From an optimization exercise on the open Yosys and OpenROAD flow, aimed at small area and a short achievable clock period; shortcuts taken in it are not production practice.
No functional check of the RTL was part of any run shown here.

==> flow/design.v (outline; a module is shown in full before it is edited, if it fits) <==
// module addmuladd_3_stage_signed_18_bit_xor_reduction: 1336 lines
module addmuladd_3_stage_signed_18_bit_xor_reduction(
	input signed [17:0] a,
	input signed [17:0] b,
	input signed [17:0] c,
	input signed [17:0] d,
	output [17:0] out,
	input clk);
  // ...
==> flow/flow/run.sh <==
#!/bin/bash
# The standard layout (standard.sh), with these changes:
#  - after the standard synthesis, inverters around full-adder cells are removed by
#    flipping the polarity of full adders (invopt2.py); registers are not touched;
#  - ports are buffered with buf_1 cells (the resizer upsizes them where timing needs it);
#  - timing repair aims at a larger setup margin than the design's clock needs, so
#    the layout is optimised for the period it achieves.
set -euo pipefail
MARGIN=6.9
R=$PWD/orfs/results/sky130hd/addmuladd_3_stage_signed_18_bit_xor_reduction/base
bash standard.sh $R/1_2_yosys.v > synth.log 2>&1
cp $R/1_2_yosys.v $R/1_2_yosys_std.v
python3 flow/invopt2.py $R/1_2_yosys_std.v $R/1_2_yosys.v > invopt.log 2>&1
bash standard.sh SETUP_SLACK_MARGIN=$MARGIN "BUFFER_PORTS_ARGS=-buffer_cell sky130_fd_sc_hd__buf_1" finish > layout.log 2>&1
==> flow/flow/invopt2.py <==
#!/usr/bin/env python3
"""Global inverter minimisation around full adders in a flat Yosys netlist.

A full adder is self-dual: FA(~a, ~b, ~c) = (~sum, ~cout), so each sky130 fa cell may be
"flipped" (fed the complements of its inputs, giving the complements of its outputs)
without changing the function of the netlist. xor/xnor gates absorb an inverted input
by swapping xor <-> xnor, and an xor/xnor driver can give either polarity the same way.
This script removes every inverter, chooses the flips by local search to need as few
inverters as possible, and puts back one inverter per net that some load needs inverted.
Flip-flops and ports are not changed.
usage: invopt2.py IN.v OUT.v
"""
import re, sys, random

src = open(sys.argv[1]).read()
m_first = re.search(r'^\s*sky130_fd_sc_hd__\w+\s', src, re.M)
m_end = src.rfind('endmodule')
head = src[:m_first.start()]
cell_txt = src[m_first.start():m_end]
assert 'assign' not in cell_txt, 'assign statements are not handled'

cell_re = re.compile(r'(sky130_fd_sc_hd__\w+)\s+(\\\S+\s|\S+)\s*\((.*?)\);', re.S)
pin_re = re.compile(r'\.(\w+)\(\s*(\\\S+\s|[^()\s]+)\s*\)')
OUTPINS = {'X', 'Y', 'Q', 'Q_N', 'SUM', 'COUT', 'HI', 'LO'}

cells = {}
order = []
for m in cell_re.finditer(cell_txt):
    typ, name, body = m.group(1), m.group(2).strip(), m.group(3)
    cells[name] = [typ, {p: n.strip() for p, n in pin_re.findall(body)}]
    order.append(name)

ports_out = set()
for m in re.finditer(r'^\s*output\s+(\[(\d+):(\d+)\]\s*)?(\S+);', head, re.M):
    if m.group(1):
        hi, lo = int(m.group(2)), int(m.group(3))
        for i in range(min(hi, lo), max(hi, lo) + 1): ports_out.add(f"{m.group(4)}[{i}]")
    else:
        ports_out.add(m.group(4))

def kind(t):
    b = re.sub(r'^sky130_fd_sc_hd__', '', t)
    if re.match(r'(clk)?inv(lp)?_\d+$', b): return 'inv'
    if re.match(r'fa_\d+$', b): return 'fa'
    if re.match(r'x(n)?or[23]_\d+$', b): return 'xor'
    return 'other'

TOGGLE = {}
for k in ('2', '3'):
    for sz in ('1', '2', '4'):
        TOGGLE[f'sky130_fd_sc_hd__xor{k}_{sz}'] = f'sky130_fd_sc_hd__xnor{k}_{sz}'
        TOGGLE[f'sky130_fd_sc_hd__xnor{k}_{sz}'] = f'sky130_fd_sc_hd__xor{k}_{sz}'
def outpin(t): return 'Y' if re.match(r'sky130_fd_sc_hd__xnor2_', t) else 'X'

# inverters that drive ports stay as ordinary cells
invs = {n for n, (t, p) in cells.items() if kind(t) == 'inv' and p['Y'] not in ports_out}
for n, (t, p) in cells.items():
    if kind(t) == 'xor': assert t in TOGGLE, t
driver = {}
for n, (t, p) in cells.items():
    for pin, net in p.items():
        if pin in OUTPINS: driver[net] = (n, pin)

def resolve(net):
    par = 0
    while net in driver and driver[net][0] in invs:
        net = cells[driver[net][0]][1]['A']; par ^= 1
    return net, par

# sinks per root: (cell, pin, parity); ports as (None, net, parity)
sinks = {}
for n, (t, p) in cells.items():
    if n in invs: continue
    for pin, net in p.items():
        if pin in OUTPINS: continue
        r, q = resolve(net)
        sinks.setdefault(r, []).append((n, pin, q))
for net in ports_out:
    r, q = resolve(net)
    if r != net or net not in driver:
        sinks.setdefault(r, []).append((None, net, q))

fas = [n for n in order if kind(cells[n][0]) == 'fa']
pinned = set()
for f in fas:
    for pin in ('SUM', 'COUT'):
        if cells[f][1][pin] in ports_out: pinned.add(f)
phi = {f: 0 for f in fas}

def root_drv(r):
    d = driver.get(r)
    return d[0] if d else None

def root_cost(r):
    d = root_drv(r)
    pd = phi.get(d, 0) if d else 0
    s0 = s1 = False
    for (c, pin, q) in sinks.get(r, []):
        if c is not None and kind(cells[c][0]) == 'xor': continue
        need = q ^ (phi.get(c, 0) if c else 0) ^ pd
        if need: s1 = True
        else: s0 = True
    if d and kind(cells[d][0]) == 'xor' and r not in ports_out:
        return 1 if (s0 and s1) else 0
    return 1 if s1 else 0

roots = set(sinks)
fa_roots = {}
for f in fas:
    rs = set()
    t, p = cells[f]
    for pin, net in p.items():
        rs.add(resolve(net)[0] if pin not in OUTPINS else net)
    fa_roots[f] = [r for r in rs if r in roots]

def total():
    return sum(root_cost(r) for r in roots)

def delta(f):
    rs = fa_roots[f]
    b = sum(root_cost(r) for r in rs)
    phi[f] ^= 1
    a = sum(root_cost(r) for r in rs)
    phi[f] ^= 1
    return a - b

def descend():
    improved = True
    while improved:
        improved = False
        for f in fas:
            if f in pinned: continue
            if delta(f) < 0:
                phi[f] ^= 1; improved = True

before = len(invs)
descend()
best = dict(phi); best_cost = total()
rng = random.Random(1)
for it in range(60):
    phi.update(best)
    for f in rng.sample(fas, max(1, len(fas) // 10)):
        if f not in pinned: phi[f] ^= 1
    descend()
    c = total()
    if c < best_cost:
        best, best_cost = dict(phi), c
phi.update(best)

# rebuild
for n in invs: del cells[n]
new_wires = []
cnt = [0]
for r in sorted(roots):
    d = root_drv(r)
    pd = phi.get(d, 0) if d else 0
    need = []
    for (c, pin, q) in sinks[r]:
        nd = q ^ (phi.get(c, 0) if c else 0) ^ pd
        need.append((c, pin, nd))
    nonx = [x for x in need if x[0] is None or kind(cells[x[0]][0]) != 'xor']
    if d and kind(cells[d][0]) == 'xor' and r not in ports_out and nonx and all(x[2] for x in nonx):
        # give the inverted polarity at the driver
        t = cells[d][0]; o = outpin(t)
        cells[d][0] = TOGGLE[t]; del cells[d][1][o]; cells[d][1][outpin(cells[d][0])] = r
        need = [(c, pin, nd ^ 1) for (c, pin, nd) in need]
    rn = None
    for (c, pin, nd) in need:
        if c is not None and kind(cells[c][0]) == 'xor':
            cells[c][1][pin] = r
            if nd:
                t = cells[c][0]; o = outpin(t); on = cells[c][1].pop(o)
                cells[c][0] = TOGGLE[t]; cells[c][1][outpin(cells[c][0])] = on
            continue
        if c is None:
            # output port: its net must carry the value
            if nd == 0 and pin == r: continue
            cnt[0] += 1
            if nd:
                cells[f"_invopt_cell_{cnt[0]}_"] = ['sky130_fd_sc_hd__inv_1', {'A': r, 'Y': pin}]
            else:
                cells[f"_invopt_cell_{cnt[0]}_"] = ['sky130_fd_sc_hd__buf_1', {'A': r, 'X': pin}]
            order.append(f"_invopt_cell_{cnt[0]}_")
            continue
        if nd:
            if rn is None:
                cnt[0] += 1
                rn = f"_invopt_n{cnt[0]}_"
                new_wires.append(rn)
                cells[f"_invopt_cell_{cnt[0]}_"] = ['sky130_fd_sc_hd__inv_1', {'A': r, 'Y': rn}]
                order.append(f"_invopt_cell_{cnt[0]}_")
            cells[c][1][pin] = rn
        else:
            cells[c][1][pin] = r
after = sum(1 for t, p in cells.values() if kind(t) == 'inv')
sys.stderr.write(f"invopt2: inverters {before} -> {after} (flipped {sum(phi.values())} of {len(fas)} full adders)\n")

def fmt(n): return n + ' ' if n.startswith('\\') else n
out = [head.rstrip('\n') + '\n']
for w in new_wires: out.append(f"  wire {w};\n")
for name in order:
    if name not in cells: continue
    typ, pins = cells[name]
    pl = ",\n".join(f"    .{p}({fmt(n)})" for p, n in pins.items())
    out.append(f"  {typ} {fmt(name)} (\n{pl}\n  );\n")
out.append("endmodule\n")
open(sys.argv[2], 'w').write(''.join(out))
==> flow/standard.sh <==
#!/bin/bash
# synth_recipe.tcl (not shown) runs the flow's synth.tcl, then flattens the netlist and writes it again
# the make line also repeats each setting of config.mk as NAME=value (left out here)
make -C /OpenROAD-flow-scripts/flow DESIGN_CONFIG=/design/flow/config.mk WORK_HOME=/design/flow/orfs CLKGATE_MAP_FILE= SYNTH_SCRIPT=/design/flow/synth_recipe.tcl "${@:-finish}"
==> flow/config.mk <==
export PLATFORM = sky130hd
export DESIGN_NAME = addmuladd_3_stage_signed_18_bit_xor_reduction
export DESIGN_NICKNAME = addmuladd_3_stage_signed_18_bit_xor_reduction
export VERILOG_FILES = /design/flow/design.v
export SDC_FILE = /design/flow/constraint.sdc
export NUM_CORES = 4
export LEC_CHECK = 0
export ABC_AREA = 1
export CAP_MARGIN = 20
export CORE_MARGIN = 2
export CORE_UTILIZATION = 40
export CTS_BUF_LIST = sky130_fd_sc_hd__clkbuf_4 sky130_fd_sc_hd__clkbuf_8
export SLEW_MARGIN = 20
==> flow/constraint.sdc <==
create_clock -name core_clock -period 10.0 [get_ports {clk}]
set_input_delay 2.0000 -clock core_clock [delete_from_list [all_inputs] [get_ports {clk}]]
set_output_delay 2.0000 -clock core_clock [all_outputs]
set_load 0.01 [all_outputs]
==> summary.txt, run 1 <==
STATUS
------------------------------------------------------------------------------------------
Outcome                                                   no timing/DRC/antenna violations

FINAL LAYOUT
------------------------------------------------------------------------------------------
Multi-input combinational gate total                                                 1,000
Number of signal-net buffers in the layout                                              99
Non-CTS inverters                                                                      154
Fin cells                                                                            1,837
Sequential share of cell area                                                        0.222
Largest reg by FF count                                                                q_r
Area occupied by registers                                                        3100 um2

CTS
------------------------------------------------------------------------------------------
Number of clock sinks                                                                  150
Post-CTS repair timing setup buffer count                                               14
Number of buffers added by the clock tree synthesis step                                17
Clk buf depth                                                                            2
Clock edge transition at the registers on the reported setup and hold paths          90 ps

PLACED DESIGN
------------------------------------------------------------------------------------------
Placer congestion estimate                                                           0.912
Inst Count DP                                                                        1,782
Worst slack after detailed placement                                               6530 ps
Area after detailed placement                                                   13,200 um2
Port buffer count                                                                       73

SETUP PATH
------------------------------------------------------------------------------------------
Arrival time of the worst setup path                                               1080 ps
Worst setup SP type                                                              flip-flop
End of the worst register-to-register path                                    q_r[32]$_DFF_P_
Slack of the worst reg-to-reg path                                                 6960 ps

STA
------------------------------------------------------------------------------------------
Unrepaired setup endpoints after global routing                                        yes
Worst slew pin tran                                                                 652 ps
Final worst-path setup slack                                                       6920 ps
Final sum of negative setup slack                                                     0 ps

GRT
------------------------------------------------------------------------------------------
GRT met2 Usage                                                                       0.291
Overall overflow remaining after global route                                            0
Met3 track demand over resource in global routing                                   0.0407
Layer carrying the most global-route usage                                            met2

ROUTE
------------------------------------------------------------------------------------------
Total routed wire length on the met1 layer                                         13.7 mm
Per-cell routed wire length                                                        16.5 um
Total number of vias                                                                 9,416
DRC                                                                                      0
WL final                                                                           30.3 mm

FLOORPLAN
------------------------------------------------------------------------------------------
Floorplan die width                                                                 182 um
Number of standard-cell rows in the floorplan                                           65

==> inputs of run 2 (changes only) <==
--- a/flow/design.v
+++ b/flow/design.v
@@ -608,17 +608,17 @@
 	wire fs353;
 	wire fc354;
 	wire hs355;
 	wire hc356;
 	wire fs357;
 	wire fc358;
 	wire hs359;
 	wire hc360;
-	reg [76:0] q_r;
+	reg [83:0] q_r;
 	wire q0 = q_r[0];
 	wire q1 = q_r[1];
 	wire q2 = q_r[2];
 	wire q3 = q_r[3];
 	wire q4 = q_r[4];
 	wire q5 = q_r[5];
 	wire q6 = q_r[6];
 	wire q7 = q_r[7];
@@ -686,16 +686,23 @@
 	wire q69 = q_r[69];
 	wire q70 = q_r[70];
 	wire q71 = q_r[71];
 	wire q72 = q_r[72];
 	wire q73 = q_r[73];
 	wire q74 = q_r[74];
 	wire q75 = q_r[75];
 	wire q76 = q_r[76];
+	wire q77 = q_r[77];
+	wire q78 = q_r[78];
+	wire q79 = q_r[79];
+	wire q80 = q_r[80];
+	wire q81 = q_r[81];
+	wire q82 = q_r[82];
+	wire q83 = q_r[83];
 	assign pp0_0 = ((~(onen_r[0] | bn_r[0])) ^ neg_r[0]);
 	assign pp0_1 = ((~((onen_r[0] | bn_r[1]) & (twon_r[0] | bn_r[0]))) ^ neg_r[0]);
 	assign pp0_2 = ((~((onen_r[0] | bn_r[2]) & (twon_r[0] | bn_r[1]))) ^ neg_r[0]);
 	assign pp0_3 = ((~((onen_r[0] | bn_r[3]) & (twon_r[0] | bn_r[2]))) ^ neg_r[0]);
 	assign pp0_4 = ((~((onen_r[0] | bn_r[4]) & (twon_r[0] | bn_r[3]))) ^ neg_r[0]);
 	assign pp0_5 = ((~((onen_r[0] | bn_r[5]) & (twon_r[0] | bn_r[4]))) ^ neg_r[0]);
 	assign pp0_6 = ((~((onen_r[0] | bn_r[6]) & (twon_r[0] | bn_r[5]))) ^ neg_r[0]);
 	assign pp0_7 = ((~((onen_r[0] | bn_r[7]) & (twon_r[0] | bn_r[6]))) ^ neg_r[0]);
@@ -951,244 +958,244 @@
 	assign fs75 = pp2_7 ^ pp3_5 ^ pp4_3;
 	assign fc76 = (pp2_7 & pp3_5) | (pp2_7 & pp4_3) | (pp3_5 & pp4_3);
 	assign fs77 = pp5_1 ^ fc62 ^ fc64;
 	assign fc78 = (pp5_1 & fc62) | (pp5_1 & fc64) | (fc62 & fc64);
 	assign fs79 = fs73 ^ fs75 ^ fc66;
 	assign fc80 = (fs73 & fs75) | (fs73 & fc66) | (fs75 & fc66);
 	assign fs81 = fc68 ^ fs77 ^ fs79;
 	assign fc82 = (fc68 & fs77) | (fc68 & fs79) | (fs77 & fs79);
-	assign hs83 = fc70 ^ hc72;
-	assign hc84 = fc70 & hc72;
+	assign hs83 = q22 ^ q23;
+	assign hc84 = q22 & q23;
 	assign fs85 = c_r[12] ^ neg_r[6] ^ pp0_12;
 	assign fc86 = (c_r[12] & neg_r[6]) | (c_r[12] & pp0_12) | (neg_r[6] & pp0_12);
 	assign fs87 = pp1_10 ^ pp2_8 ^ pp3_6;
 	assign fc88 = (pp1_10 & pp2_8) | (pp1_10 & pp3_6) | (pp2_8 & pp3_6);
 	assign fs89 = pp4_4 ^ pp5_2 ^ pp6_0;
 	assign fc90 = (pp4_4 & pp5_2) | (pp4_4 & pp6_0) | (pp5_2 & pp6_0);
 	assign fs91 = fc74 ^ fc76 ^ fs85;
 	assign fc92 = (fc74 & fc76) | (fc74 & fs85) | (fc76 & fs85);
 	assign fs93 = fs87 ^ fs89 ^ fc78;
 	assign fc94 = (fs87 & fs89) | (fs87 & fc78) | (fs89 & fc78);
 	assign fs95 = fs91 ^ fc80 ^ fs93;
 	assign fc96 = (fs91 & fc80) | (fs91 & fs93) | (fc80 & fs93);
-	assign hs97 = q24 ^ q25;
-	assign hc98 = q24 & q25;
+	assign hs97 = q25 ^ q26;
+	assign hc98 = q25 & q26;
 	assign fs99 = c_r[13] ^ pp0_13 ^ pp1_11;
 	assign fc100 = (c_r[13] & pp0_13) | (c_r[13] & pp1_11) | (pp0_13 & pp1_11);
 	assign fs101 = pp2_9 ^ pp3_7 ^ pp4_5;
 	assign fc102 = (pp2_9 & pp3_7) | (pp2_9 & pp4_5) | (pp3_7 & pp4_5);
 	assign fs103 = pp5_3 ^ pp6_1 ^ fc86;
 	assign fc104 = (pp5_3 & pp6_1) | (pp5_3 & fc86) | (pp6_1 & fc86);
 	assign fs105 = fc88 ^ fc90 ^ fs99;
 	assign fc106 = (fc88 & fc90) | (fc88 & fs99) | (fc90 & fs99);
 	assign fs107 = fs101 ^ fc92 ^ fs103;
 	assign fc108 = (fs101 & fc92) | (fs101 & fs103) | (fc92 & fs103);
-	assign fs109 = fs105 ^ fc94 ^ fs107;
-	assign fc110 = (fs105 & fc94) | (fs105 & fs107) | (fc94 & fs107);
-	assign hs111 = q27 ^ q28;
-	assign hc112 = q27 & q28;
+	assign fs109 = q27 ^ q28 ^ q29;
+	assign fc110 = (q27 & q28) | (q27 & q29) | (q28 & q29);
+	assign hs111 = q30 ^ hc98;
+	assign hc112 = q30 & hc98;
 	assign fs113 = c_r[14] ^ neg_r[7] ^ pp0_14;
 	assign fc114 = (c_r[14] & neg_r[7]) | (c_r[14] & pp0_14) | (neg_r[7] & pp0_14);
 	assign fs115 = pp1_12 ^ pp2_10 ^ pp3_8;
 	assign fc116 = (pp1_12 & pp2_10) | (pp1_12 & pp3_8) | (pp2_10 & pp3_8);
 	assign fs117 = pp4_6 ^ pp5_4 ^ pp6_2;
 	assign fc118 = (pp4_6 & pp5_4) | (pp4_6 & pp6_2) | (pp5_4 & pp6_2);
 	assign fs119 = pp7_0 ^ fc100 ^ fc102;
 	assign fc120 = (pp7_0 & fc100) | (pp7_0 & fc102) | (fc100 & fc102);
 	assign fs121 = fs113 ^ fs115 ^ fs117;
 	assign fc122 = (fs113 & fs115) | (fs113 & fs117) | (fs115 & fs117);
 	assign fs123 = fc104 ^ fc106 ^ fs119;
 	assign fc124 = (fc104 & fc106) | (fc104 & fs119) | (fc106 & fs119);
-	assign fs125 = fs121 ^ fc108 ^ fs123;
-	assign fc126 = (fs121 & fc108) | (fs121 & fs123) | (fc108 & fs123);
-	assign hs127 = q29 ^ q30;
-	assign hc128 = q29 & q30;
+	assign fs125 = q31 ^ q32 ^ q33;
+	assign fc126 = (q31 & q32) | (q31 & q33) | (q32 & q33);
+	assign hs127 = hc112 ^ fc110;
+	assign hc128 = hc112 & fc110;
 	assign fs129 = c_r[15] ^ pp0_15 ^ pp1_13;
 	assign fc130 = (c_r[15] & pp0_15) | (c_r[15] & pp1_13) | (pp0_15 & pp1_13);
 	assign fs131 = pp2_11 ^ pp3_9 ^ pp4_7;
 	assign fc132 = (pp2_11 & pp3_9) | (pp2_11 & pp4_7) | (pp3_9 & pp4_7);
 	assign fs133 = pp5_5 ^ pp6_3 ^ pp7_1;
 	assign fc134 = (pp5_5 & pp6_3) | (pp5_5 & pp7_1) | (pp6_3 & pp7_1);
 	assign fs135 = fc114 ^ fc116 ^ fc118;
 	assign fc136 = (fc114 & fc116) | (fc114 & fc118) | (fc116 & fc118);
 	assign fs137 = fs129 ^ fs131 ^ fs133;
 	assign fc138 = (fs129 & fs131) | (fs129 & fs133) | (fs131 & fs133);
 	assign fs139 = fc120 ^ fc122 ^ fs135;
 	assign fc140 = (fc120 & fc122) | (fc120 & fs135) | (fc122 & fs135);
-	assign fs141 = fs137 ^ fc124 ^ fs139;
-	assign fc142 = (fs137 & fc124) | (fs137 & fs139) | (fc124 & fs139);
-	assign hs143 = q31 ^ q32;
-	assign hc144 = q31 & q32;
+	assign fs141 = q34 ^ q35 ^ q36;
+	assign fc142 = (q34 & q35) | (q34 & q36) | (q35 & q36);
+	assign hs143 = fc126 ^ fs141;
+	assign hc144 = fc126 & fs141;
 	assign fs145 = c_r[16] ^ pr0_r[0] ^ neg_r[8];
 	assign fc146 = (c_r[16] & pr0_r[0]) | (c_r[16] & neg_r[8]) | (pr0_r[0] & neg_r[8]);
 	assign fs147 = pp1_14 ^ pp2_12 ^ pp3_10;
 	assign fc148 = (pp1_14 & pp2_12) | (pp1_14 & pp3_10) | (pp2_12 & pp3_10);
 	assign fs149 = pp4_8 ^ pp5_6 ^ pp6_4;
 	assign fc150 = (pp4_8 & pp5_6) | (pp4_8 & pp6_4) | (pp5_6 & pp6_4);
 	assign fs151 = pp7_2 ^ pp8_0 ^ fs145;
 	assign fc152 = (pp7_2 & pp8_0) | (pp7_2 & fs145) | (pp8_0 & fs145);
 	assign fs153 = fc130 ^ fc132 ^ fc134;
 	assign fc154 = (fc130 & fc132) | (fc130 & fc134) | (fc132 & fc134);
 	assign fs155 = fs147 ^ fs149 ^ fs151;
 	assign fc156 = (fs147 & fs149) | (fs147 & fs151) | (fs149 & fs151);
 	assign fs157 = fc136 ^ fc138 ^ fs153;
 	assign fc158 = (fc136 & fc138) | (fc136 & fs153) | (fc138 & fs153);
-	assign fs159 = fs155 ^ fc140 ^ fs157;
-	assign fc160 = (fs155 & fc140) | (fs155 & fs157) | (fc140 & fs157);
-	assign hs161 = q33 ^ q34;
-	assign hc162 = q33 & q34;
+	assign fs159 = q37 ^ q38 ^ q39;
+	assign fc160 = (q37 & q38) | (q37 & q39) | (q38 & q39);
+	assign hs161 = fc142 ^ fs159;
+	assign hc162 = fc142 & fs159;
 	assign fs163 = ~(~c_r[17] ^ pr0_r[1]);
 	assign fc164 = ~c_r[17] | pr0_r[1];
 	assign fs165 = fs163 ^ fc146 ^ pp1_15;
 	assign fc166 = (fs163 & fc146) | (fs163 & pp1_15) | (fc146 & pp1_15);
 	assign fs167 = pp2_13 ^ pp3_11 ^ pp4_9;
 	assign fc168 = (pp2_13 & pp3_11) | (pp2_13 & pp4_9) | (pp3_11 & pp4_9);
 	assign fs169 = pp5_7 ^ pp6_5 ^ pp7_3;
 	assign fc170 = (pp5_7 & pp6_5) | (pp5_7 & pp7_3) | (pp6_5 & pp7_3);
 	assign fs171 = pp8_1 ^ fc148 ^ fc150;
 	assign fc172 = (pp8_1 & fc148) | (pp8_1 & fc150) | (fc148 & fc150);
 	assign fs173 = fc152 ^ fs165 ^ fs167;
 	assign fc174 = (fc152 & fs165) | (fc152 & fs167) | (fs165 & fs167);
 	assign fs175 = fs169 ^ fc154 ^ fs171;
 	assign fc176 = (fs169 & fc154) | (fs169 & fs171) | (fc154 & fs171);
 	assign fs177 = fc156 ^ fs173 ^ fc158;
 	assign fc178 = (fc156 & fs173) | (fc156 & fc158) | (fs173 & fc158);
-	assign fs179 = q35 ^ q36 ^ q37;
-	assign fc180 = (q35 & q36) | (q35 & q37) | (q36 & q37);
+	assign fs179 = q40 ^ q41 ^ fc160;
+	assign fc180 = (q40 & q41) | (q40 & fc160) | (q41 & fc160);
 	assign fs181 = pr0_r[2] ^ pr1_r[0] ^ neg_r[9];
 	assign fc182 = (pr0_r[2] & pr1_r[0]) | (pr0_r[2] & neg_r[9]) | (pr1_r[0] & neg_r[9]);
 	assign fs183 = fc164 ^ pp2_14 ^ pp3_12;
 	assign fc184 = (fc164 & pp2_14) | (fc164 & pp3_12) | (pp2_14 & pp3_12);
 	assign fs185 = pp4_10 ^ pp5_8 ^ pp6_6;
 	assign fc186 = (pp4_10 & pp5_8) | (pp4_10 & pp6_6) | (pp5_8 & pp6_6);
 	assign fs187 = pp7_4 ^ pp8_2 ^ pp9_0;
 	assign fc188 = (pp7_4 & pp8_2) | (pp7_4 & pp9_0) | (pp8_2 & pp9_0);
 	assign fs189 = fs181 ^ fc166 ^ fc168;
 	assign fc190 = (fs181 & fc166) | (fs181 & fc168) | (fc166 & fc168);
 	assign fs191 = fc170 ^ fs183 ^ fs185;
 	assign fc192 = (fc170 & fs183) | (fc170 & fs185) | (fs183 & fs185);
 	assign fs193 = fs187 ^ fc172 ^ fc174;
 	assign fc194 = (fs187 & fc172) | (fs187 & fc174) | (fc172 & fc174);
 	assign fs195 = fs189 ^ fs191 ^ fc176;
 	assign fc196 = (fs189 & fs191) | (fs189 & fc176) | (fs191 & fc176);
-	assign fs197 = q38 ^ q39 ^ q40;
-	assign fc198 = (q38 & q39) | (q38 & q40) | (q39 & q40);
+	assign fs197 = q42 ^ q43 ^ q44;
+	assign fc198 = (q42 & q43) | (q42 & q44) | (q43 & q44);
 	assign fs199 = ~(pr1_r[1] ^ fc182);
 	assign fc200 = pr1_r[1] | fc182;
 	assign fs201 = pp2_15 ^ pp3_13 ^ pp4_11;
 	assign fc202 = (pp2_15 & pp3_13) | (pp2_15 & pp4_11) | (pp3_13 & pp4_11);
 	assign fs203 = pp5_9 ^ pp6_7 ^ pp7_5;
 	assign fc204 = (pp5_9 & pp6_7) | (pp5_9 & pp7_5) | (pp6_7 & pp7_5);
 	assign fs205 = pp8_3 ^ pp9_1 ^ fs199;
 	assign fc206 = (pp8_3 & pp9_1) | (pp8_3 & fs199) | (pp9_1 & fs199);
 	assign fs207 = fc184 ^ fc186 ^ fc188;
 	assign fc208 = (fc184 & fc186) | (fc184 & fc188) | (fc186 & fc188);
 	assign fs209 = fs201 ^ fs203 ^ fs205;
 	assign fc210 = (fs201 & fs203) | (fs201 & fs205) | (fs203 & fs205);
 	assign fs211 = fc190 ^ fc192 ^ fs207;
 	assign fc212 = (fc190 & fc192) | (fc190 & fs207) | (fc192 & fs207);
-	assign fs213 = fs209 ^ fc194 ^ fs211;
-	assign fc214 = (fs209 & fc194) | (fs209 & fs211) | (fc194 & fs211);
-	assign hs215 = q41 ^ q42;
-	assign hc216 = q41 & q42;
+	assign fs213 = q45 ^ q46 ^ q47;
+	assign fc214 = (q45 & q46) | (q45 & q47) | (q46 & q47);
+	assign hs215 = q48 ^ fc198;
+	assign hc216 = q48 & fc198;
 	assign fs217 = pr1_r[2] ^ pp2_16 ^ pp3_14;
 	assign fc218 = (pr1_r[2] & pp2_16) | (pr1_r[2] & pp3_14) | (pp2_16 & pp3_14);
 	assign fs219 = pp4_12 ^ pp5_10 ^ pp6_8;
 	assign fc220 = (pp4_12 & pp5_10) | (pp4_12 & pp6_8) | (pp5_10 & pp6_8);
 	assign fs221 = pp7_6 ^ pp8_4 ^ pp9_2;
 	assign fc222 = (pp7_6 & pp8_4) | (pp7_6 & pp9_2) | (pp8_4 & pp9_2);
 	assign fs223 = fc200 ^ fc202 ^ fc204;
 	assign fc224 = (fc200 & fc202) | (fc200 & fc204) | (fc202 & fc204);
 	assign fs225 = fs217 ^ fs219 ^ fs221;
 	assign fc226 = (fs217 & fs219) | (fs217 & fs221) | (fs219 & fs221);
 	assign fs227 = fc206 ^ fc208 ^ fs223;
 	assign fc228 = (fc206 & fc208) | (fc206 & fs223) | (fc208 & fs223);
 	assign fs229 = fs225 ^ fc210 ^ fc212;
 	assign fc230 = (fs225 & fc210) | (fs225 & fc212) | (fc210 & fc212);
-	assign fs231 = q43 ^ q44 ^ q45;
-	assign fc232 = (q43 & q44) | (q43 & q45) | (q44 & q45);
+	assign fs231 = q49 ^ q50 ^ fc214;
+	assign fc232 = (q49 & q50) | (q49 & fc214) | (q50 & fc214);
 	assign fs233 = ~(pp2_17 ^ pp3_15);
 	assign fc234 = pp2_17 | pp3_15;
 	assign fs235 = pp4_13 ^ pp5_11 ^ pp6_9;
 	assign fc236 = (pp4_13 & pp5_11) | (pp4_13 & pp6_9) | (pp5_11 & pp6_9);
 	assign fs237 = pp7_7 ^ pp8_5 ^ pp9_3;
 	assign fc238 = (pp7_7 & pp8_5) | (pp7_7 & pp9_3) | (pp8_5 & pp9_3);
 	assign fs239 = fs233 ^ fc218 ^ fc220;
 	assign fc240 = (fs233 & fc218) | (fs233 & fc220) | (fc218 & fc220);
 	assign fs241 = fc222 ^ fs235 ^ fs237;
 	assign fc242 = (fc222 & fs235) | (fc222 & fs237) | (fs235 & fs237);
 	assign fs243 = fc224 ^ fc226 ^ fs239;
 	assign fc244 = (fc224 & fc226) | (fc224 & fs239) | (fc226 & fs239);
-	assign fs245 = fs241 ^ fc228 ^ fs243;
-	assign fc246 = (fs241 & fc228) | (fs241 & fs243) | (fc228 & fs243);
-	assign hs247 = q46 ^ q47;
-	assign hc248 = q46 & q47;
+	assign fs245 = q51 ^ q52 ^ q53;
+	assign fc246 = (q51 & q52) | (q51 & q53) | (q52 & q53);
+	assign hs247 = q54 ^ fs245;
+	assign hc248 = q54 & fs245;
 	assign fs249 = pp2_18 ^ pp3_16 ^ pp4_14;
 	assign fc250 = (pp2_18 & pp3_16) | (pp2_18 & pp4_14) | (pp3_16 & pp4_14);
 	assign fs251 = pp5_12 ^ pp6_10 ^ pp7_8;
 	assign fc252 = (pp5_12 & pp6_10) | (pp5_12 & pp7_8) | (pp6_10 & pp7_8);
 	assign fs253 = pp8_6 ^ pp9_4 ^ fc234;
 	assign fc254 = (pp8_6 & pp9_4) | (pp8_6 & fc234) | (pp9_4 & fc234);
 	assign fs255 = fc236 ^ fc238 ^ fs249;
 	assign fc256 = (fc236 & fc238) | (fc236 & fs249) | (fc238 & fs249);
 	assign fs257 = fs251 ^ fs253 ^ fc240;
 	assign fc258 = (fs251 & fs253) | (fs251 & fc240) | (fs253 & fc240);
 	assign fs259 = fc242 ^ fs255 ^ fc244;
 	assign fc260 = (fc242 & fs255) | (fc242 & fc244) | (fs255 & fc244);
-	assign fs261 = q48 ^ q49 ^ q50;
-	assign fc262 = (q48 & q49) | (q48 & q50) | (q49 & q50);
+	assign fs261 = q55 ^ q56 ^ fc246;
+	assign fc262 = (q55 & q56) | (q55 & fc246) | (q56 & fc246);
 	assign fs263 = ~(pp3_17 ^ pp4_15);
 	assign fc264 = pp3_17 | pp4_15;
 	assign fs265 = pp5_13 ^ pp6_11 ^ pp7_9;
 	assign fc266 = (pp5_13 & pp6_11) | (pp5_13 & pp7_9) | (pp6_11 & pp7_9);
 	assign fs267 = pp8_7 ^ pp9_5 ^ fs263;
 	assign fc268 = (pp8_7 & pp9_5) | (pp8_7 & fs263) | (pp9_5 & fs263);
 	assign fs269 = fc250 ^ fc252 ^ fs265;
 	assign fc270 = (fc250 & fc252) | (fc250 & fs265) | (fc252 & fs265);
 	assign fs271 = fc254 ^ fs267 ^ fc256;
 	assign fc272 = (fc254 & fs267) | (fc254 & fc256) | (fs267 & fc256);
-	assign fs273 = fs269 ^ fc258 ^ fs271;
-	assign fc274 = (fs269 & fc258) | (fs269 & fs271) | (fc258 & fs271);
-	assign hs275 = q51 ^ q52;
-	assign hc276 = q51 & q52;
+	assign fs273 = q57 ^ q58 ^ q59;
+	assign fc274 = (q57 & q58) | (q57 & q59) | (q58 & q59);
+	assign hs275 = q60 ^ fs273;
+	assign hc276 = q60 & fs273;
 	assign fs277 = pp3_18 ^ pp4_16 ^ pp5_14;
 	assign fc278 = (pp3_18 & pp4_16) | (pp3_18 & pp5_14) | (pp4_16 & pp5_14);
 	assign fs279 = pp6_12 ^ pp7_10 ^ pp8_8;
 	assign fc280 = (pp6_12 & pp7_10) | (pp6_12 & pp8_8) | (pp7_10 & pp8_8);
 	assign fs281 = pp9_6 ^ fc264 ^ fc266;
 	assign fc282 = (pp9_6 & fc264) | (pp9_6 & fc266) | (fc264 & fc266);
 	assign fs283 = fs277 ^ fs279 ^ fc268;
 	assign fc284 = (fs277 & fs279) | (fs277 & fc268) | (fs279 & fc268);
 	assign fs285 = fc270 ^ fs281 ^ fs283;
 	assign fc286 = (fc270 & fs281) | (fc270 & fs283) | (fs281 & fs283);
-	assign fs287 = q53 ^ q54 ^ q55;
-	assign fc288 = (q53 & q54) | (q53 & q55) | (q54 & q55);
+	assign fs287 = q61 ^ q62 ^ fc274;
+	assign fc288 = (q61 & q62) | (q61 & fc274) | (q62 & fc274);
 	assign fs289 = ~(pp4_17 ^ pp5_15);
 	assign fc290 = pp4_17 | pp5_15;
 	assign fs291 = pp6_13 ^ pp7_11 ^ pp8_9;
 	assign fc292 = (pp6_13 & pp7_11) | (pp6_13 & pp8_9) | (pp7_11 & pp8_9);
 	assign fs293 = pp9_7 ^ fs289 ^ fc278;
 	assign fc294 = (pp9_7 & fs289) | (pp9_7 & fc278) | (fs289 & fc278);
 	assign fs295 = fc280 ^ fs291 ^ fc282;
 	assign fc296 = (fc280 & fs291) | (fc280 & fc282) | (fs291 & fc282);
 	assign fs297 = fs293 ^ fc284 ^ fs295;
 	assign fc298 = (fs293 & fc284) | (fs293 & fs295) | (fc284 & fs295);
-	assign hs299 = q56 ^ q57;
-	assign hc300 = q56 & q57;
+	assign hs299 = q63 ^ q64;
+	assign hc300 = q63 & q64;
 	assign fs301 = pp4_18 ^ pp5_16 ^ pp6_14;
 	assign fc302 = (pp4_18 & pp5_16) | (pp4_18 & pp6_14) | (pp5_16 & pp6_14);
 	assign fs303 = pp7_12 ^ pp8_10 ^ pp9_8;
 	assign fc304 = (pp7_12 & pp8_10) | (pp7_12 & pp9_8) | (pp8_10 & pp9_8);
 	assign fs305 = fc290 ^ fc292 ^ fs301;
 	assign fc306 = (fc290 & fc292) | (fc290 & fs301) | (fc292 & fs301);
 	assign fs307 = fs303 ^ fc294 ^ fs305;
 	assign fc308 = (fs303 & fc294) | (fs303 & fs305) | (fc294 & fs305);
-	assign fs309 = q58 ^ q59 ^ q60;
-	assign fc310 = (q58 & q59) | (q58 & q60) | (q59 & q60);
+	assign fs309 = q65 ^ q66 ^ q67;
+	assign fc310 = (q65 & q66) | (q65 & q67) | (q66 & q67);
 	assign fs311 = ~(pp5_17 ^ pp6_15);
 	assign fc312 = pp5_17 | pp6_15;
 	assign fs313 = pp7_13 ^ pp8_11 ^ pp9_9;
 	assign fc314 = (pp7_13 & pp8_11) | (pp7_13 & pp9_9) | (pp8_11 & pp9_9);
 	assign fs315 = fs311 ^ fc302 ^ fc304;
 	assign fc316 = (fs311 & fc302) | (fs311 & fc304) | (fc302 & fc304);
 	assign fs317 = fs313 ^ fc306 ^ fs315;
 	assign fc318 = (fs313 & fc306) | (fs313 & fs315) | (fc306 & fs315);
@@ -1230,20 +1237,20 @@
 	assign fc354 = pp8_17 | pp9_15;
 	assign hs355 = fs353 ^ fc350;
 	assign hc356 = fs353 & fc350;
 	assign fs357 = pp8_18 ^ pp9_16 ^ fc354;
 	assign fc358 = (pp8_18 & pp9_16) | (pp8_18 & fc354) | (pp9_16 & fc354);
 	assign hs359 = pp9_17 ^ fc358;
 	assign hc360 = pp9_17 & fc358;
 	always @(posedge clk) begin
-		q_r <= {hs359, fs357, hc356, hs355, fc352, fs351, hc348, hs347, fc342, fs341, hc336, hs335, fc328, fs327, hc320, hs319, fc298, fs307, fc296, fs297, fc286, fc274, fs285, fc272, fs273, fc260, fs259, fc246, fs257, fs245, fc230, fs229, fc214, fs227, fs213, fc196, fs195, fc178, fs193, fs177, fc160, fs175, fs159, fc142, fs141, fc126, fs125, fc110, fs109, fc96, hc84, fs95, fc82, hs83, fs81, hs71, hc60, hs59, hc50, hs49, fs47, hs39, fs37, hs31, fs29, hs23, fs21, hs17, fs15, hs11, fs9, hs7, fs5, hs3, pp0_1, hs1, pp0_0};
+		q_r <= {hs359, fs357, hc356, hs355, fc352, fs351, hc348, hs347, fc342, fs341, hc336, hs335, fc328, fs327, hc320, hs319, fc298, fs307, fc296, fs297, fc286, fs285, fc272, fc260, fs271, fc258, fs269, fs259, fs257, fc230, fs243, fc228, fs241, fs229, fs227, fc196, fs211, fc194, fs209, fs195, fc178, fs193, fs177, fs175, fs157, fc140, fs155, fs139, fc124, fs137, fs123, fc108, fs121, fc96, fs107, fc94, fs105, fs95, fc82, fs81, hc72, fc70, hs71, hc60, hs59, hc50, hs49, fs47, hs39, fs37, hs31, fs29, hs23, fs21, hs17, fs15, hs11, fs9, hs7, fs5, hs3, pp0_1, hs1, pp0_0};
 	end
-	wire [35:0] x = {1'b1, q74, q72, q70, q68, q66, q64, q62, fc310, hc300, fc288, hc276, fc262, hc248, fc232, hc216, fc198, fc180, hc162, hc144, hc128, hc112, hc98, q26, q22, q20, q18, q16, q14, q12, q10, q8, q6, q4, q2, q0};
-	wire [35:0] y = {q76, q75, q73, q71, q69, q67, q65, q63, q61, fs309, hs299, fs287, hs275, fs261, hs247, fs231, hs215, fs197, fs179, hs161, hs143, hs127, hs111, hs97, q23, q21, q19, q17, q15, q13, q11, q9, q7, q5, q3, q1};
+	wire [35:0] x = {1'b1, q81, q79, q77, q75, q73, q71, q69, fc310, hc300, fc288, hc276, fc262, hc248, fc232, hc216, fs213, fc180, hc162, hc144, hc128, fs125, fs109, hc84, q24, q20, q18, q16, q14, q12, q10, q8, q6, q4, q2, q0};
+	wire [35:0] y = {q83, q82, q80, q78, q76, q74, q72, q70, q68, fs309, hs299, fs287, hs275, fs261, hs247, fs231, hs215, fs197, fs179, hs161, hs143, hs127, hs111, hs97, hs83, q21, q19, q17, q15, q13, q11, q9, q7, q5, q3, q1};
 	wire [35:0] qg = x & y, qp = x ^ y;
 	wire qG0_0 = qg[0], qP0_0 = qp[0];
 	wire qG0_1 = qg[1] | (qp[1] & qG0_0), qP0_1 = qp[1] & qP0_0;
 	wire qG0_2 = qg[2] | (qp[2] & qG0_1), qP0_2 = qp[2] & qP0_1;
 	wire qG0_3 = qg[3] | (qp[3] & qG0_2), qP0_3 = qp[3] & qP0_2;
 	wire qh0_0 = qG0_0 ^ qG0_1 ^ qG0_2 ^ qG0_3;
 	wire qhd_0 = qP0_0 ^ qP0_1 ^ qP0_2 ^ qP0_3;
 	wire qG1_0 = qg[4], qP1_0 = qp[4];
==> run 2 against run 1 <==
Net effect:
- clock skew rose by 1.2 ps
- final cell count up 6.2%
- critical path depth stayed put
- critical path type unchanged
==> summary.txt, run 2 <==
ROUTE
------------------------------------------------------------------------------------------
Starting DRC count in detailed routing                                                 787   was 743
Antenna-violating nets left                                                              0   unchanged
Per-cell routed wire length                                                        16.8 um   was 16.5 um
Total number of vias                                                                 9,906   was 9,416
Post-DR vias/cell                                                                     5.08   was 5.13
WL final                                                                           32.8 mm   was 30.3 mm
DRC                                                                                      0   unchanged
First-pass iteration count of the detailed router                                        5   unchanged

LOGIC SYNTHESIS
------------------------------------------------------------------------------------------
Average footprint of a synthesized cell                                           8.97 um2   was 9.14 um2
Synthesized cell area                                                           13,100 um2   was 12,700 um2
Yosys Warn Count                                                                         1   unchanged
Cell count after synthesis                                                           1,463   was 1,391

STA
------------------------------------------------------------------------------------------
Fin Clk Skew                                                                       18.4 ps   was 17.1 ps
Headroom to the max-slew limit                                                       0.583   was 0.565
Tcrit/Tclk final                                                                     0.310   was 0.308
Number of hold violations in the final report                                            0   unchanged
Final sum of negative setup slack                                                     0 ps   unchanged
Worst hold slack after final layout                                                 482 ps   was 461 ps
Number of slew-limit violations in the final report                                      0   unchanged
Final min period                                                                   3100 ps   was 3080 ps
Achievable clock frequency                                                       0.323 GHz   was 0.325 GHz
Unrepaired setup endpoints after global routing                                        yes   unchanged
Final setup viols                                                                        0   unchanged
Worst slew pin tran                                                                 625 ps   was 652 ps

SETUP PATH
------------------------------------------------------------------------------------------
Worst setup SP type                                                              flip-flop   unchanged
Arrival time of the worst setup path                                               1100 ps   was 1080 ps
Worst-path fanout max                                                                    1   unchanged
Class of the most critical setup path                                              reg2out   unchanged
Endpoint kind of the worst setup timing path                                  primary output   unchanged
Startpoint of the lowest-slack register-to-register path                      neg_r[7]$_DFF_P_   was bn_r[9]$_DFF_P_
Required time of the critical path                                                 8000 ps   about the same
First element of the critical path                                            par_r[0]$_DFF_P_   was par_r[1]$_DFF_P_

CTS
------------------------------------------------------------------------------------------
CTS tree                                                                               yes   unchanged
Clk buf depth                                                                            2   unchanged
Number of clock sinks                                                                  157   was 150
Clock root buffer master                                                          clkbuf_8   unchanged
Number of buffers added by the clock tree synthesis step                                17   unchanged
Total number of H-tree levels                                                            4   unchanged
Hold-fix buffers, CTS                                                                    0   unchanged
Clock edge transition at the registers on the reported setup and hold paths         100 ps   was 90 ps
Worst-skew pair later-pin latency                                                   490 ps   was 480 ps

GRT
------------------------------------------------------------------------------------------
Largest net degree at the start of global routing                                       21   unchanged
Via count of the first global-routing pass                                           9,828   was 9,160
Wire length of the first global-routing pass                                       52.4 mm   was 48.4 mm
M1 GR Usage                                                                          0.260   was 0.256
Overall overflow remaining after global route                                            0   unchanged
Global-route usage over all layers                                                   0.200   was 0.186
Initial antenna violation count                                                          0   unchanged
GRT met2 Usage                                                                       0.309   was 0.291
Layer carrying the most global-route usage                                            met2   unchanged
Met3 track demand over resource in global routing                                   0.0482   was 0.0407

FINAL LAYOUT
------------------------------------------------------------------------------------------
Net total in the final layout                                                        1,802   was 1,729
Largest register FFs                                                                    84   was 77
Final non-filler cell area                                                      14,400 um2   was 14,000 um2
Commonest non-fill, non-tap cell in the layout                                     nand2_1
Largest reg by FF count                                                                q_r   unchanged
Post-synthesis to final-layout area growth                                           9.61%   was 9.72%
Number of antenna diodes                                                                 0   unchanged
Proportion of layout cells with a drive suffix above 1                               0.115   was 0.109
Commonest cells after routing, fill and taps aside                            nand2_1, inv_1, o22ai_1, fa_1, xor2_1   was xor2_1, nand2_1, o22ai_1, fa_1, inv_1
Registers with the most flip-flops                                            q_r (84), bn_r (18), c_r (18)   was q_r (77), bn_r (18), c_r (18)

FLOORPLAN
------------------------------------------------------------------------------------------
Number of standard-cell rows in the floorplan                                           66   was 65
I/O Pins                                                                                91   unchanged
Starting Density                                                                     0.404   was 0.405
Core area                                                                       32,500 um2   was 31,400 um2
Die outline height                                                                  185 um   was 182 um
Floorplan die width                                                                 185 um   was 182 um
Total die area                                                                  34,300 um2   was 33,200 um2

PLACED DESIGN
------------------------------------------------------------------------------------------
DP HPWL                                                                            25.0 mm   was 23.3 mm
Placer congestion estimate                                                           0.889   was 0.912
Port buffer count                                                                       73   unchanged
Area after detailed placement                                                   13,700 um2   was 13,200 um2

HOLD PATH
------------------------------------------------------------------------------------------
Startpoint of the worst hold path                                             c_r[0]$_DFF_P_   unchanged
Worst min-delay path class                                                         reg2reg   unchanged

FLOW RUN
------------------------------------------------------------------------------------------
Total of max-cap violations                                                              0   unchanged

STATUS
------------------------------------------------------------------------------------------
Outcome                                                   no timing/DRC/antenna violations   unchanged

run 2: cell type report:
cell class                 instances  area, um2
timing repair buffer             100        478
clock buffer                      17        234
tap                              442        553
sequential                       157       3210
fill                            3144      18100
clock inverter                    15        159
multi-input combinational       1051       9090
inverter                         168        653
run 2: routing by layer:
| layer | share of wire | up-vias |
|---|---|---|
| met3 | 0.086 | 78 |
| met2 | 0.44 | 408 |
| met1 | 0.43 | 4646 |
| met4 | 0.043 | 0 |
| li1 | - | 4774 |
| met5 | 0 | - |
run 2: worst max-delay path: stages, from the launching register on:
cell	delay [ps]
dfxtp_2	330
xor2_1	140
buf_2	130
run 2: through the flow:
| step | worst slack, ps | util | instances |
|---|---|---|---|
| 5_1_grt | 6780 | 0.443 | 1950 |
| 3_5_place_dp | 6500 | 0.421 | 1894 |
| 3_3_place_gp | 6570 | 0.421 | 1894 |
| 2_1_floorplan | 6880 | - | 1479 |
| 6_report | 6900 | 0.443 | 1950 |
| 4_1_cts | 6840 | 0.436 | 1930 |
run 2: path summary, 6_finish.rpt:
kind,to,slack [ps],cells after the start
min,q_r[1]$_DFF_P_,480,1
min reg2reg,q_r[1]$_DFF_P_,480,1
max reg2reg,q_r[41]$_DFF_P_,6970,6
max,out[0],6900,2
run 2: timing repair:
action	4_1_cts	5_1_grt
endpoints found under the setup margin	29	24
pin swaps	1	5
resized for setup	41	26
buffers inserted	4	20

-- what the ideal ports hide --
The flow's constraints put no driver on any port. The routed layouts listed below were extracted and timed again, unchanged, in two steps.
Step 1 assumes that a clkbuf_16 drives the clock port and a buf_2 every other input.
Step 2 adds t to the input delays and takes it off the output delays; t is the mean of the earliest and latest rising clock arrival at the registers after step 1. Input paths then give back, and output paths get back, about the clock's delay inside the block.
Three values: no drivers, after step 1, after step 2; two values: the first two.
| run | shift t [ns] | slack for setup (ns) | worst setup path after step 2 | worst register clock-pin slew, ns | pins driven straight from the clock port |
|---|---|---|---|---|---|
| run 1 | 0.520 | 6.925 / 6.880 / 6.617 | input to register | 0.10 / 0.10 | 1 |
| run 2 | 0.522 | 6.899 / 6.858 / 6.609 | input to register | 0.11 / 0.11 | 1 |
After both steps every run listed still meets setup and hold. The setup slack of run 1, which loses most, moves by -0.045 ns with the drivers and by -0.308 ns with both steps.
